What follows belongs to an exercise in optimizing a design on an open flow for small area, a short achievable clock period and few clock cycles per item; a production flow would make more cautious choices.
The RTL was checked by simulation tests, not by an equivalence proof against the original design.
Power is estimated from default activity; no workload was simulated.

== the previous run ==
==> module Cache, before the edit <==
module Cache (
    input wire clk,
    input wire rst_n,
    input wire enable,
    input wire [31:0] address,
    output reg [31:0] data_out,
    output reg data_out_ready,
    input wire [31:0] data_in,
    input wire [3:0] write_enable,
    output reg busy,
    output reg br_cmd,
    output reg br_cmd_en,
    output wire [20:0] br_addr,
    output wire [63:0] br_wr_data,
    output wire [7:0] br_data_mask,
    input wire [63:0] br_rd_data,
    input wire br_rd_data_valid
);
  localparam COMMAND_DELAY_INTERVAL = 4'd12;
  reg [63:0] s0, s1, s2, s3;   
  reg [3:0] ph;   
  reg [15:0] tag;   
  reg valid;   
  reg dirty;   
  reg fill;   
  reg ack;   
  reg [7:0] wsel;   
  reg [3:0] cmd_cnt;   
  reg cmd_wait;   
  reg eq;   
  reg live;   
  wire [15:0] a_tag = address[20:5];
  wire [1:0] a_beat = address[4:3];
  wire is_wr = |write_enable;
  wire req = enable && !ack;
  wire tag_eq = tag == a_tag;
  wire [3:0] ph1 = {ph[2:0], ph[3]};   
  wire [3:0] ph2 = {ph[1:0], ph[3:2]};   
  wire beat_ok = is_wr ? ph2[a_beat] : ph1[a_beat];
  wire next_ok = !fill || br_rd_data_valid;
  wire last_beat = fill && br_rd_data_valid && ph[2];
  wire [63:0] ring_in = fill ? br_rd_data : s0;
  wire [63:0] s3_d;
  generate
    for (genvar b = 0; b < 8; b++) begin : merge
      assign s3_d[b*8+:8] = wsel[b] ? data_in[(b%4)*8+:8] : ring_in[b*8+:8];
    end
  endgenerate
  wire can_cmd = req && !fill && !br_cmd_en && !cmd_wait;
  wire tag_ld = can_cmd && !(valid && dirty);
  wire rd_go = tag_ld && !(valid && tag_eq);
  wire wb_go = can_cmd && valid && dirty && !tag_eq && ph[3];
  wire rd_cmd = br_cmd_en && !br_cmd;   
  wire wb_cmd = br_cmd_en && br_cmd;   
  wire ack_d = req && live && eq && (valid || fill) && next_ok && beat_ok;
  always_ff @(posedge clk) begin
    s0 <= s1;
    s1 <= s2;
    s2 <= s3;
    s3 <= s3_d;
    data_out <= address[2] ? s3_d[63:32] : s3_d[31:0];
    br_cmd <= wb_go;
    if (tag_ld) tag <= a_tag;
    eq <= tag_eq;
    if (br_cmd_en) cmd_cnt <= COMMAND_DELAY_INTERVAL;
    else if (cmd_wait) cmd_cnt <= cmd_cnt - 4'd1;
    if (rd_cmd) ph <= 4'b1000;
    else if (next_ok) ph <= ph1;
    data_out_ready <= ack_d && !is_wr;
    busy <= !(ack_d && is_wr);
    for (int b = 0; b < 8; b++) wsel[b] <= ack_d && write_enable[b%4] && (address[2] == (b / 4));
  end
  always_ff @(posedge clk, negedge rst_n) begin
    if (!rst_n) begin
      valid <= 0;
      dirty <= 0;
      fill <= 0;
      ack <= 0;
      live <= 0;
      br_cmd_en <= 0;
      cmd_wait <= 0;
    end else begin
      br_cmd_en <= wb_go || rd_go;
      if (br_cmd_en) cmd_wait <= 1;
      else if (cmd_wait) cmd_wait <= cmd_cnt != 4'd1;
      if (wb_cmd) dirty <= 0;
      if (ack && is_wr) dirty <= 1;
      if (rd_cmd) fill <= 1;
      if (last_beat) begin
        fill <= 0;
        valid <= 1;
      end
      ack <= ack_d;
      live <= req && !ack_d;
    end
  end
  assign br_addr = {tag, 5'b0};
  assign br_wr_data = s3;
  assign br_data_mask = 8'b0;
endmodule
export LEC_CHECK = 0
export CAP_MARGIN = 20
export CORE_MARGIN = 2
export CORE_UTILIZATION = 40
export CTS_CLUSTER_DIAMETER = 100
export CTS_CLUSTER_SIZE = 33
export SLEW_MARGIN = 20
export TNS_END_PERCENT = 0
create_clock -name core_clock -period 10.0 [get_ports {clk}]
standard.sh (not shown) runs the stock make flow with config.mk's settings and CLKGATE_MAP_FILE= SYNTH_SCRIPT=/design/flow/synth_recipe.tcl, a recipe that flattens the netlist after the stock synthesis.
==> flow/flow/run.sh <==
#!/bin/bash
# Standard layout, with plain buffers (instead of the default delay buffers) on the ports
# and the given repair targets.
set -euo pipefail
export BUFFER_PORTS_ARGS="-buffer_cell sky130_fd_sc_hd__buf_1"
bash standard.sh SETUP_SLACK_MARGIN=7.0 finish > standard_flow.log 2>&1
The previous run completed every stage of the flow, and the final layout passed the timing, DRC and antenna checks.
Testbench counts of the previous run, summed over its fixed seeds: cycles 246,345, transactions 16,000.
What the current run does differently from the previous run at the input level:
-- flow/design.v --
<<< the previous run, line 31
    input wire enable,
    input wire [31:0] address,
    output reg [31:0] data_out,
    output reg data_out_ready,
    input wire [31:0] data_in,
>>> the current run, line 31
    input wire enable,
    input wire [31:0] address,
    output wire [31:0] data_out,
    output reg data_out_ready,
    input wire [31:0] data_in,
<<< the previous run, line 47
  reg [63:0] s0, s1, s2, s3;   
  reg [3:0] ph;   
  reg [15:0] tag;   
  reg valid;   
>>> the current run, line 47
  reg [63:0] s0, s1, s2, s3;   
  reg [3:0] ph;   
  reg par;   
  reg sig;   
  reg [15:0] tag;   
  reg valid;   
<<< the previous run, line 64
  wire [3:0] ph1 = {ph[2:0], ph[3]};   
  wire [3:0] ph2 = {ph[1:0], ph[3:2]};   
  wire beat_ok = is_wr ? ph2[a_beat] : ph1[a_beat];
  wire next_ok = !fill || br_rd_data_valid;
  wire last_beat = fill && br_rd_data_valid && ph[2];
  wire [63:0] ring_in = fill ? br_rd_data : s0;
  wire [63:0] s3_d;
  generate
>>> the current run, line 66
  wire [3:0] ph1 = {ph[2:0], ph[3]};   
  wire [3:0] ph2 = {ph[1:0], ph[3:2]};   
  wire par1 = fill ? sig : par ^ ph[3];
  wire par2 = fill ? sig ^ ph[2] : par ^ ph[3] ^ ph[2];
  wire beat_ok = is_wr ? ph2[a_beat] : ph1[a_beat] && par1 == address[2];
  wire next_ok = !fill || br_rd_data_valid;
  wire last_beat = fill && br_rd_data_valid && ph[2];
  wire [63:0] rd_in = sig ? {br_rd_data[31:0], br_rd_data[63:32]} : br_rd_data;
  wire [63:0] ring_in = fill ? rd_in : {s0[31:0], s0[63:32]};
  wire [63:0] s3_d;
  generate
<<< the previous run, line 77
  wire tag_ld = can_cmd && !(valid && dirty);
  wire rd_go = tag_ld && !(valid && tag_eq);
  wire wb_go = can_cmd && valid && dirty && !tag_eq && ph[3];
  wire rd_cmd = br_cmd_en && !br_cmd;   
  wire wb_cmd = br_cmd_en && br_cmd;   
>>> the current run, line 82
  wire tag_ld = can_cmd && !(valid && dirty);
  wire rd_go = tag_ld && !(valid && tag_eq);
  wire wb_go = can_cmd && valid && dirty && !tag_eq && ph[3] && par;
  wire rd_cmd = br_cmd_en && !br_cmd;   
  wire wb_cmd = br_cmd_en && br_cmd;   
<<< the previous run, line 86
    s2 <= s3;
    s3 <= s3_d;
    data_out <= address[2] ? s3_d[63:32] : s3_d[31:0];
    br_cmd <= wb_go;
    if (tag_ld) tag <= a_tag;
>>> the current run, line 91
    s2 <= s3;
    s3 <= s3_d;
    br_cmd <= wb_go;
    if (tag_ld) tag <= a_tag;
<<< the previous run, line 92
    if (br_cmd_en) cmd_cnt <= COMMAND_DELAY_INTERVAL;
    else if (cmd_wait) cmd_cnt <= cmd_cnt - 4'd1;
    if (rd_cmd) ph <= 4'b1000;
    else if (next_ok) ph <= ph1;
    data_out_ready <= ack_d && !is_wr;
    busy <= !(ack_d && is_wr);
    for (int b = 0; b < 8; b++) wsel[b] <= ack_d && write_enable[b%4] && (address[2] == (b / 4));
  end
  always_ff @(posedge clk, negedge rst_n) begin
>>> the current run, line 96
    if (br_cmd_en) cmd_cnt <= COMMAND_DELAY_INTERVAL;
    else if (cmd_wait) cmd_cnt <= cmd_cnt - 4'd1;
    if (rd_cmd) sig <= is_wr || address[2];
    if (fill) par <= sig;
    else if (ph[3]) par <= !par;
    if (rd_cmd) ph <= 4'b1000;
    else if (next_ok) ph <= ph1;
    data_out_ready <= ack_d && !is_wr;
    busy <= !(ack_d && is_wr);
    for (int b = 0; b < 8; b++)
      wsel[b] <= ack_d && write_enable[b%4] && (address[2] ^ par2) == (b / 4);
  end
  always_ff @(posedge clk, negedge rst_n) begin
<<< the previous run, line 122
    end
  end
  assign br_addr = {tag, 5'b0};
  assign br_wr_data = s3;
>>> the current run, line 130
    end
  end
  assign data_out = s3[31:0];
  assign br_addr = {tag, 5'b0};
  assign br_wr_data = s3;
## What came out
The previous run has a lower net switching share of the total power than the current run.
Higher detail-routed net length per standard cell among the current run and the previous run: the previous run
On power share of the combinational group: between the current run and the previous run, it ends up lower for the previous run.
Comparing routed length on met1 for the current run and the previous run, the smaller number came from the previous run.
The current run improves on the previous run in cell internal power dissipation.
When the current run is measured against the previous run, its area growth from synthesis to final layout turns out 3.7 points lower.
The die area reported for the current run is smaller than that of the previous run by 1.5%.
Sequential power ended up about 7% lower on the current run than on the previous run.
Looking at first element of the critical path, the tag[12] result is from the previous run; the tag[15] one comes from the current run.
met2 routed wirelength is higher on the previous run
Testbench counts of the current run, summed over its fixed seeds: cycles 250,373, transactions 16,000.

## static timing again, ports no longer ideal
How much do the figures lean on ideal ports? The routed layouts below were timed once more, with nothing changed but the port constraints. Step 1, drivers: a clkbuf_16 drives clk and a buf_2 each remaining input, both assumed. Step 2 also shifts input and output timing later by t, the mid clock arrival at the registers, as if the neighbouring blocks saw the same clock. Slacks: no drivers / after step 1 / after step 2; pairs: no drivers / after step 1.
run	shift t [ns]	slack for setup (ns)	worst hold slack (ns)	worst slew at a driven data input, ns
the previous run	0.522	6.917 / 6.873 / 6.485	0.288 / 0.288 / 0.288	0.06
the current run	0.522	6.922 / 6.876 / 6.503	0.327 / 0.327 / 0.327	0.06
After both steps every run listed still meets setup and hold. For the previous run, which loses most, drivers alone change the setup slack by -0.044 ns; drivers and shift together by -0.432 ns.
